Source: an optimization exercise on an open RTL-to-GDS flow (aim: small area). Production flows keep margins and buffers that such runs may drop.
Function was checked by simulation only, so behaviour that the tests miss may differ from the original.
The clock port is modelled as an ideal driver; clocking choices that lean on that would not hold on a real chip.

## uart_fifo
module uart_fifo (
    input clk,
    input reset,
    output tx,
    input tx_en,
    input [7:0] tx_data,
    output tx_full,
    input rx,
    input rx_en,
    output [7:0] rx_data,
    output rx_empty
);
clock: 10.0 ns
lec_check: 0
cap_margin: 0
core_margin: 2
core_utilization: 77
place_density: 0.86
slew_margin: 0
standard.sh (not shown) runs the stock make flow with config.mk's settings and CLKGATE_MAP_FILE= SYNTH_SCRIPT=/design/flow/synth_recipe.tcl, a recipe that flattens the netlist after the stock synthesis.
==> flow/flow/run.sh <==
#!/bin/bash
# The standard layout (standard.sh, unchanged synthesis), with these changes:
#  - at the end of floorplan, flow/post_floorplan.tcl re-maps the synthesized
#    logic for area with two passes of OpenROAD's restructure (registers
#    untouched);
#  - the ports get the smallest buffer (buf_1);
#  - the clock tree is hand-built (flow/ct_lib.tcl) instead of by TritonCTS:
#    the flip-flops are split by recursive bisection of their placement into
#    groups of at most 25, each driven by an inv_8 at its centroid, all driven
#    by one inv_8 fed by the clock port (two inversions, so the flip-flops see
#    the clock's own polarity). flow/pre_cts.tcl first puts in a buffer tree of
#    the same shape so that CTS finds no clock net to work on; flow/post_cts.tcl
#    then replaces it with the inverters (after CTS's repair_clock_inverters);
#  - flow/post_cts.tcl then also gives each logic cell the smallest drive of
#    its kind that keeps timing, makes each clock-tree inverter as small as a 120 ps
#    flip-flop clock-pin slew target (on placement parasitics) allows, and then
#    runs CTS's usual timing repair.
# Each tool's output is in the ORFS logs under orfs/logs; make's in standard.log.
set -euo pipefail
F=$(cd "$(dirname "$0")" && pwd)
export POST_FLOORPLAN_TCL=$F/post_floorplan.tcl
export PRE_CTS_TCL=$F/pre_cts.tcl
export CTS_ARGS="-clk_nets clk -dont_use_dummy_load -buf_list sky130_fd_sc_hd__clkbuf_8"
export BUFFER_PORTS_ARGS="-buffer_cell sky130_fd_sc_hd__buf_1"
export SKIP_CTS_REPAIR_TIMING=1
export POST_CTS_TCL=$F/post_cts.tcl
bash standard.sh finish > standard.log 2>&1
==> flow/flow/post_cts.tcl <==
# Run after CTS (with SKIP_CTS_REPAIR_TIMING=1): give logic cells their smallest
# drive that keeps timing, make the clock-tree cells (flow/pre_cts.tcl) as small
# as the flip-flop clock-pin slew target allows, then repair timing (setup and
# hold) and legalize, as cts.tcl would have.
proc ct_worst_sink_slew {} {
  set worst 0
  foreach pin [get_pins -hierarchical */CLK] {
    set s [get_property $pin slew_max]
    if {$s > $worst} { set worst $s }
  }
  return $worst
}

proc ct_worst_buf_slew { bufs } {
  set worst 0
  foreach inst $bufs {
    set s [get_property [get_pins -of_objects $inst -filter "direction == output"] slew_max]
    if {$s > $worst} { set worst $s }
  }
  return $worst
}

proc ct_downsize { sink_target buf_target sizes } {
  estimate_parasitics -placement
  set leaves {}; set upper {}
  foreach inst [get_cells *] {
    if {![string match clkleaf_buf_* [get_full_name $inst]] && [get_full_name $inst] ne "clkroot_buf"} { continue }
    set drives_ff 0
    foreach p [get_pins -of_objects [get_nets -of_objects [get_pins -of_objects $inst -filter "direction == output"]]] {
      if {[get_property $p direction] eq "input" && [get_property $p lib_pin_name] eq "CLK"} { set drives_ff 1; break }
    }
    if {$drives_ff} { lappend leaves $inst } else { lappend upper $inst }
  }
  set all [concat $leaves $upper]
  set b0 [ct_worst_buf_slew $all]
  if {$b0 > $buf_target} { set buf_target $b0 }
  puts "ct_downsize: [llength $leaves] leaf and [llength $upper] upper clock buffers, worst clock pin slew [ct_worst_sink_slew]"
  foreach inst $all {
    set orig [get_property $inst ref_name]
    set cur $orig
    regexp {^(sky130_fd_sc_hd__[a-z0-9]+)_[0-9]+$} $orig -> stem
    foreach m $sizes {
      if {![string match ${stem}_* $m]} { continue }
      if {[get_property [get_lib_cells */$m] area] >= [get_property [get_lib_cells */$cur] area]} { continue }
      replace_cell $inst $m
      estimate_parasitics -placement
      if {[ct_worst_sink_slew] > $sink_target || [ct_worst_buf_slew $all] > $buf_target} {
        replace_cell $inst $cur
        estimate_parasitics -placement
        break
      }
      set cur $m
    }
    if {$cur ne $orig} { puts "ct_downsize: [get_full_name $inst] $orig -> $cur" }
  }
  puts "ct_downsize: worst clock pin slew [ct_worst_sink_slew], worst clock buffer slew [ct_worst_buf_slew $all]"
}

# Give every other cell the smallest drive of its kind (name stem _N) that keeps
# the worst setup slack above a margin and adds no slew or capacitance
# violation.
proc cell_downsize { slack_margin } {
  estimate_parasitics -placement
  set n 0; set saved 0
  foreach inst [get_cells *] {
    set m [get_property $inst ref_name]
    if {![regexp {^(sky130_fd_sc_hd__[a-z0-9]+)_([0-9]+)$} $m -> stem drive]} { continue }
    if {[string match *clk* $stem] || [string match *df* $stem] || [string match *tap* $stem]} { continue }
    if {[string match clk* [get_full_name $inst]]} { continue }
    if {[get_property $inst is_buffer] && [string match input* [get_full_name $inst]]} { continue }
    set a0 [get_property [get_lib_cells */$m] area]
    set cur $m
    foreach d {0 1 2} {
      set cand ${stem}_$d
      if {$cand eq $cur || [llength [get_lib_cells -quiet */$cand]] == 0} { continue }
      if {[get_property [get_lib_cells */$cand] area] >= [get_property [get_lib_cells */$cur] area]} { continue }
      replace_cell $inst $cand
      estimate_parasitics -placement
      if {[sta::worst_slack_cmd max] < $slack_margin * 1e-9 || [sta::max_slew_violation_count] > 0 || [sta::max_capacitance_violation_count] > 0} {
        replace_cell $inst $cur
        estimate_parasitics -placement
      } else {
        set cur $cand
        break
      }
    }
    if {$cur ne $m} { incr n; set saved [expr {$saved + $a0 - [get_property [get_lib_cells */$cur] area]}] }
  }
  puts "cell_downsize: $n cells made smaller, [format %.2f $saved] um2 saved"
}

# The tree of inverters: groups of at most 25 flip-flops, one inv_8 each,
# under one inv_8 (two inversions, so the flip-flops see the clock's own
# polarity). It is built here, after CTS's repair_clock_inverters, which would
# otherwise give every flip-flop an inverter of its own.
source [file dirname [info script]]/ct_lib.tcl
remove_clock_tree
set ct_n [llength [[[ord::get_db_block] findNet clk] getITerms]]
build_clock_tree [expr {($ct_n + 24) / 25}] sky130_fd_sc_hd__inv_8 sky130_fd_sc_hd__inv_8
detailed_placement
estimate_parasitics -placement

cell_downsize 2.0
ct_downsize 0.120 0.150 {sky130_fd_sc_hd__inv_8 sky130_fd_sc_hd__inv_6 sky130_fd_sc_hd__inv_4 sky130_fd_sc_hd__inv_2}
estimate_parasitics -placement
repair_timing_helper
detailed_placement
check_placement -verbose
==> flow/flow/post_floorplan.tcl <==
# Run at the end of floorplan: re-map the synthesized logic for area with
# OpenROAD's restructure (ABC), from a copy of the library without the
# platform's don't-use cells. Registers are not touched.
set rmp_dir $::env(RESULTS_DIR)/rmp
file mkdir $rmp_dir
set rmp_lib $rmp_dir/restructure.lib
exec python3 [file dirname [info script]]/filter_lib.py \
  $::env(PLATFORM_DIR)/lib/sky130_fd_sc_hd__tt_025C_1v80.lib $rmp_lib $::env(DONT_USE_CELLS)
# Two passes: the second finds a little more.
foreach pass {1 2} {
  log_cmd restructure -target area -liberty_file $rmp_lib \
    -tielo_port sky130_fd_sc_hd__conb_1/LO -tiehi_port sky130_fd_sc_hd__conb_1/HI \
    -work_dir $rmp_dir
}
Other scripts of this flow, unchanged in this note and not shown: flow/flow/ct_lib.tcl, flow/flow/filter_lib.py, flow/flow/pre_cts.tcl
Rerun with:
--- a/flow/flow/run.sh
+++ b/flow/flow/run.sh
@@ -2,16 +2,15 @@
 # The standard layout (standard.sh, unchanged synthesis), with these changes:
 #  - at the end of floorplan, flow/post_floorplan.tcl re-maps the synthesized
-#    logic for area with two passes of OpenROAD's restructure (registers
-#    untouched);
+#    logic for area with OpenROAD's restructure (registers untouched);
 #  - the ports get the smallest buffer (buf_1);
 #  - the clock tree is hand-built (flow/ct_lib.tcl) instead of by TritonCTS:
 #    the flip-flops are split by recursive bisection of their placement into
-#    groups of at most 25, each driven by an inv_8 at its centroid, all driven
-#    by one inv_8 fed by the clock port (two inversions, so the flip-flops see
+#    groups of at most 22, each driven by an inv_8 at its centroid, all driven
+#    by one inv_12 fed by the clock port (two inversions, so the flip-flops see
 #    the clock's own polarity). flow/pre_cts.tcl first puts in a buffer tree of
 #    the same shape so that CTS finds no clock net to work on; flow/post_cts.tcl
 #    then replaces it with the inverters (after CTS's repair_clock_inverters);
 #  - flow/post_cts.tcl then also gives each logic cell the smallest drive of
-#    its kind that keeps timing, makes each clock-tree inverter as small as a 120 ps
+#    its kind that keeps timing, makes each clock-tree inverter as small as a 110 ps
 #    flip-flop clock-pin slew target (on placement parasitics) allows, and then
 #    runs CTS's usual timing repair.
--- a/flow/flow/post_cts.tcl
+++ b/flow/flow/post_cts.tcl
@@ -90,6 +90,6 @@
 }
 
-# The tree of inverters: groups of at most 25 flip-flops, one inv_8 each,
-# under one inv_8 (two inversions, so the flip-flops see the clock's own
+# The tree of inverters: groups of at most 22 flip-flops, one inv_8 each,
+# under one inv_12 (two inversions, so the flip-flops see the clock's own
 # polarity). It is built here, after CTS's repair_clock_inverters, which would
 # otherwise give every flip-flop an inverter of its own.
@@ -97,5 +97,5 @@
 remove_clock_tree
 set ct_n [llength [[[ord::get_db_block] findNet clk] getITerms]]
-build_clock_tree [expr {($ct_n + 24) / 25}] sky130_fd_sc_hd__inv_8 sky130_fd_sc_hd__inv_8
+build_clock_tree [expr {($ct_n + 21) / 22}] sky130_fd_sc_hd__inv_12 sky130_fd_sc_hd__inv_8
 detailed_placement
 estimate_parasitics -placement
==> flow/flow/post_floorplan.tcl (replaced) <==
# Run at the end of floorplan: re-map the synthesized logic for area with
# OpenROAD's restructure (ABC), from a copy of the library without the
# platform's don't-use cells. Registers are not touched.
set rmp_dir $::env(RESULTS_DIR)/rmp
file mkdir $rmp_dir
set rmp_lib $rmp_dir/restructure.lib
exec python3 [file dirname [info script]]/filter_lib.py \
  $::env(PLATFORM_DIR)/lib/sky130_fd_sc_hd__tt_025C_1v80.lib $rmp_lib $::env(DONT_USE_CELLS)
log_cmd restructure -target area -liberty_file $rmp_lib \
  -tielo_port sky130_fd_sc_hd__conb_1/LO -tiehi_port sky130_fd_sc_hd__conb_1/HI \
  -work_dir $rmp_dir
--- a/flow/config.mk
+++ b/flow/config.mk
@@ -8,5 +8,5 @@
 export CAP_MARGIN = 0
 export CORE_MARGIN = 2
-export CORE_UTILIZATION = 77
-export PLACE_DENSITY = 0.86
+export CORE_UTILIZATION = 70
+export PLACE_DENSITY = 0.8
 export SLEW_MARGIN = 0
Effect:
- die area went up by 9.6%
- cell area went up by 0.54%
- via count went down by 3.6%

* * *

The RTL this note starts from:
==> flow/design.v <==
`timescale 1ns / 1ps
module baud_gen (
    input  clk,
    input  reset,
    output tick,
    output tick_d     
);
    reg [1:0] a;
    reg [2:0] b;
    reg [4:0] d;
    always @(posedge clk, posedge reset) begin
        if (reset) begin
            a <= 0;
            b <= 0;
            d <= 0;
        end else begin
            a <= {a[0], ~(a[1] | a[0])};
            b <= {b[1:0], ~(b[2] ^ b[1])};
            d <= {d[3:0], ~(d[4] ^ d[2])};
        end
    end
    assign tick   = ~|{a, b, d};
    assign tick_d = ~|{a[1], b[2:1], d[4:1]} & a[0] & b[0] & d[0];
endmodule
module transmitter (
    input        clk,
    input        reset,
    input        tick,
    input        tick_d,
    input        started,
    input        bit_in,
    output [2:0] bitsel,
    output       tx,
    output       done
);
    reg [7:0] c;
    wire [3:0] slot = c[7:4];
    wire idle = ~(c[7] | c[6]);
    wire stop = &slot;
    wire start_bit = ~c[7] & c[6] & c[5] & ~c[4];
    assign bitsel = slot[2:0];
    assign tx     = idle | stop | (~start_bit & bit_in);
    assign done   = tick & (&c);
    always @(posedge clk, posedge reset) begin
        if (reset) begin
            c <= 8'd0;
        end else begin
            if (idle) begin
                if (started) c[6:5] <= 2'b11;
            end else if (tick_d) begin
                c <= c + 8'd1;
            end
        end
    end
endmodule
module receiver (
    input        clk,
    input        reset,
    input        tick,
    input        rx,
    output [7:0] data,
    output       done
);
    reg [7:0] c;
    reg [7:0] sr;
    wire idle   = c[7] & c[5];
    wire sample = tick & ~idle & (c[7:4] != 4'd0) & ~(c[7] & c[4]) & (&c[3:0]);
    assign data = sr;
    assign done = idle & ~c[0];
    always @(posedge clk, posedge reset) begin
        if (reset) begin
            c <= 8'b1010_0001;
        end else begin
            if (idle) begin
                if (!rx) c <= 8'b0000_1000;
                else c <= 8'b1010_0001;
            end else if (tick) begin
                c <= c + 8'd1;
            end
        end
    end
    always @(posedge clk) begin
        if (sample) sr <= {rx, sr[7:1]};
    end
endmodule
`timescale 1ns / 1ps
module tx_fifo (
    input        clk,
    input        reset,
    input        push,
    input  [7:0] wdata,
    output       full,
    input        pop,
    output       started,   
    input  [2:0] bitsel,    
    output       bit_out
);
    reg  [7:0] v;
    reg [63:0] mem;           
    wire [7:0] keep;
    assign keep[0] = v[0] & ~pop;
    genvar i;
    generate
        for (i = 1; i < 8; i = i + 1) begin : g_keep
            assign keep[i] = keep[i-1] & v[i];
        end
    endgenerate
    assign full     = &v;
    assign started  = |v[6:0];
    wire [8:0]  v_in = {push & ~full, v};
    wire [71:0] m_in = {wdata, mem};
    always @(posedge clk, posedge reset) begin
        if (reset) v <= 0;
        else v <= v_in[8:1] | keep;
    end
    generate
        for (i = 0; i < 8; i = i + 1) begin : g_slot
            always @(posedge clk) begin
                if (!keep[i]) mem[8*i +: 8] <= m_in[8*(i+1) +: 8];
            end
        end
    endgenerate
    wire [7:0] head_rot = {mem[0], mem[7:1]};
    assign bit_out = head_rot[bitsel];
endmodule
module rx_fifo (
    input        clk,
    input        reset,
    input        push,
    input  [7:0] wdata,
    input        pop,
    output       empty,
    output [7:0] rdata
);
    reg  [3:0] n;
    reg [63:0] mem;
    wire full    = n[3];
    wire do_push = push & ~full;
    wire do_pop  = pop & (n != 4'd0);
    assign empty = (n == 4'd0);
    assign rdata = mem[7:0];
    always @(posedge clk, posedge reset) begin
        if (reset) n <= 0;
        else if (do_push & ~do_pop) n <= n + 4'd1;
        else if (do_pop & ~do_push) n <= n - 4'd1;
    end
    wire [71:0] m_in = {wdata, mem};
    genvar i;
    generate
        for (i = 0; i < 8; i = i + 1) begin : g_slot
            always @(posedge clk) begin
                if (do_pop || n <= i) mem[8*i +: 8] <= m_in[8*(i+1) +: 8];
            end
        end
    endgenerate
endmodule
`timescale 1ns / 1ps
module uart_fifo (
    input clk,
    input reset,
    output tx,
    input tx_en,
    input [7:0] tx_data,
    output tx_full,
    input rx,
    input rx_en,
    output [7:0] rx_data,
    output rx_empty
);
    wire       br_tick, br_tick_d;
    wire       tx_start, tx_done, tx_bit, rx_done;
    wire [2:0] tx_bitsel;
    wire [7:0] rx_byte;
    baud_gen U_BAUD (
        .clk(clk), .reset(reset), .tick(br_tick), .tick_d(br_tick_d)
    );
    tx_fifo U_TX_FIFO (
        .clk(clk), .reset(reset),
        .push(tx_en), .wdata(tx_data), .full(tx_full),
        .pop(tx_done), .started(tx_start),
        .bitsel(tx_bitsel), .bit_out(tx_bit)
    );
    transmitter U_TX (
        .clk(clk), .reset(reset), .tick(br_tick), .tick_d(br_tick_d),
        .started(tx_start), .bit_in(tx_bit), .bitsel(tx_bitsel),
        .tx(tx), .done(tx_done)
    );
    receiver U_RX (
        .clk(clk), .reset(reset), .tick(br_tick), .rx(rx),
        .data(rx_byte), .done(rx_done)
    );
    rx_fifo U_RX_FIFO (
        .clk(clk), .reset(reset),
        .push(rx_done), .wdata(rx_byte),
        .pop(rx_en), .empty(rx_empty), .rdata(rx_data)
    );
endmodule
clock: 10.0 ns
lec_check: 0
cap_margin: 20
core_margin: 2
core_utilization: 85
place_density: 0.92
slew_margin: 20
==> flow/flow/run.sh <==
#!/bin/bash
# The standard layout (standard.sh, unchanged synthesis), with these changes:
#  - the ports get the smallest buffer (buf_1);
#  - the clock tree is built by flow/pre_cts.tcl instead of TritonCTS (which
#    is then given no net to work on): the flip-flops are split by recursive
#    bisection of their placement into groups of at most 11, each driven by a
#    clkbuf_4 at its centroid, all driven by one clkbuf_16 fed by the clock port;
#  - after that, flow/post_cts.tcl gives each logic cell the smallest drive of
#    its kind that keeps timing, makes each clock buffer as small as a 110 ps
#    flip-flop clock-pin slew target (on placement parasitics) allows, and then
#    runs CTS's usual timing repair.
# Each tool's output is in the ORFS logs under orfs/logs; make's in standard.log.
set -euo pipefail
F=$(cd "$(dirname "$0")" && pwd)
export PRE_CTS_TCL=$F/pre_cts.tcl
export CTS_ARGS="-clk_nets clk -dont_use_dummy_load -buf_list sky130_fd_sc_hd__clkbuf_8"
export BUFFER_PORTS_ARGS="-buffer_cell sky130_fd_sc_hd__buf_1"
export SKIP_CTS_REPAIR_TIMING=1
export POST_CTS_TCL=$F/post_cts.tcl
bash standard.sh finish > standard.log 2>&1
Other scripts of this flow, unchanged in this note and not shown: flow/flow/post_cts.tcl, flow/flow/pre_cts.tcl
The baseline did not get past clock tree synthesis (4_1_cts).
Rerun with:
--- a/flow/config.mk
+++ b/flow/config.mk
@@ -9,4 +9,4 @@
 export CORE_MARGIN = 2
-export CORE_UTILIZATION = 85
-export PLACE_DENSITY = 0.92
+export CORE_UTILIZATION = 70
+export PLACE_DENSITY = 0.8
 export SLEW_MARGIN = 20
Outcome:
- The changed run completed without violations
- area after synthesis is unchanged
- synthesized cell count is unchanged

[afterwards: timing with drivers on the ports]
In the flow no input, the clock included, has a driving cell. The finished layouts below were timed again as built, in two steps. Step 1 sets driving cells, clkbuf_16 on the clock port and buf_2 on the other inputs (assumed; they add their load-dependent delay and slew). Step 2 also shifts input and output timing later by t, the mid clock arrival at the registers, as if the neighbouring blocks saw the same clock. Slacks: ideal / step 1 / step 2; pairs: ideal / step 1.
| run | shift t [ns] | setup slack, ns | hold WS [ns] | latest minus earliest clock arrival (ns) | worst register clock-pin slew, ns |
|---|---|---|---|---|---|
| the first run of note 1 | 0.250 | 6.320 / 6.272 / 6.522 | 0.395 / 0.395 / 0.395 | 0.014 / 0.014 | 0.11 / 0.11 |
| the second run of note 1 | 0.233 | 6.446 / 6.389 / 6.622 | 0.381 / 0.381 / 0.381 | 0.008 / 0.008 | 0.10 / 0.10 |
| the second run of note 2 | 0.395 | 6.173 / 6.137 / 6.480 | 0.386 / 0.386 / 0.386 | 0.019 / 0.019 | 0.11 / 0.11 |
After both steps every run listed still meets setup and hold.
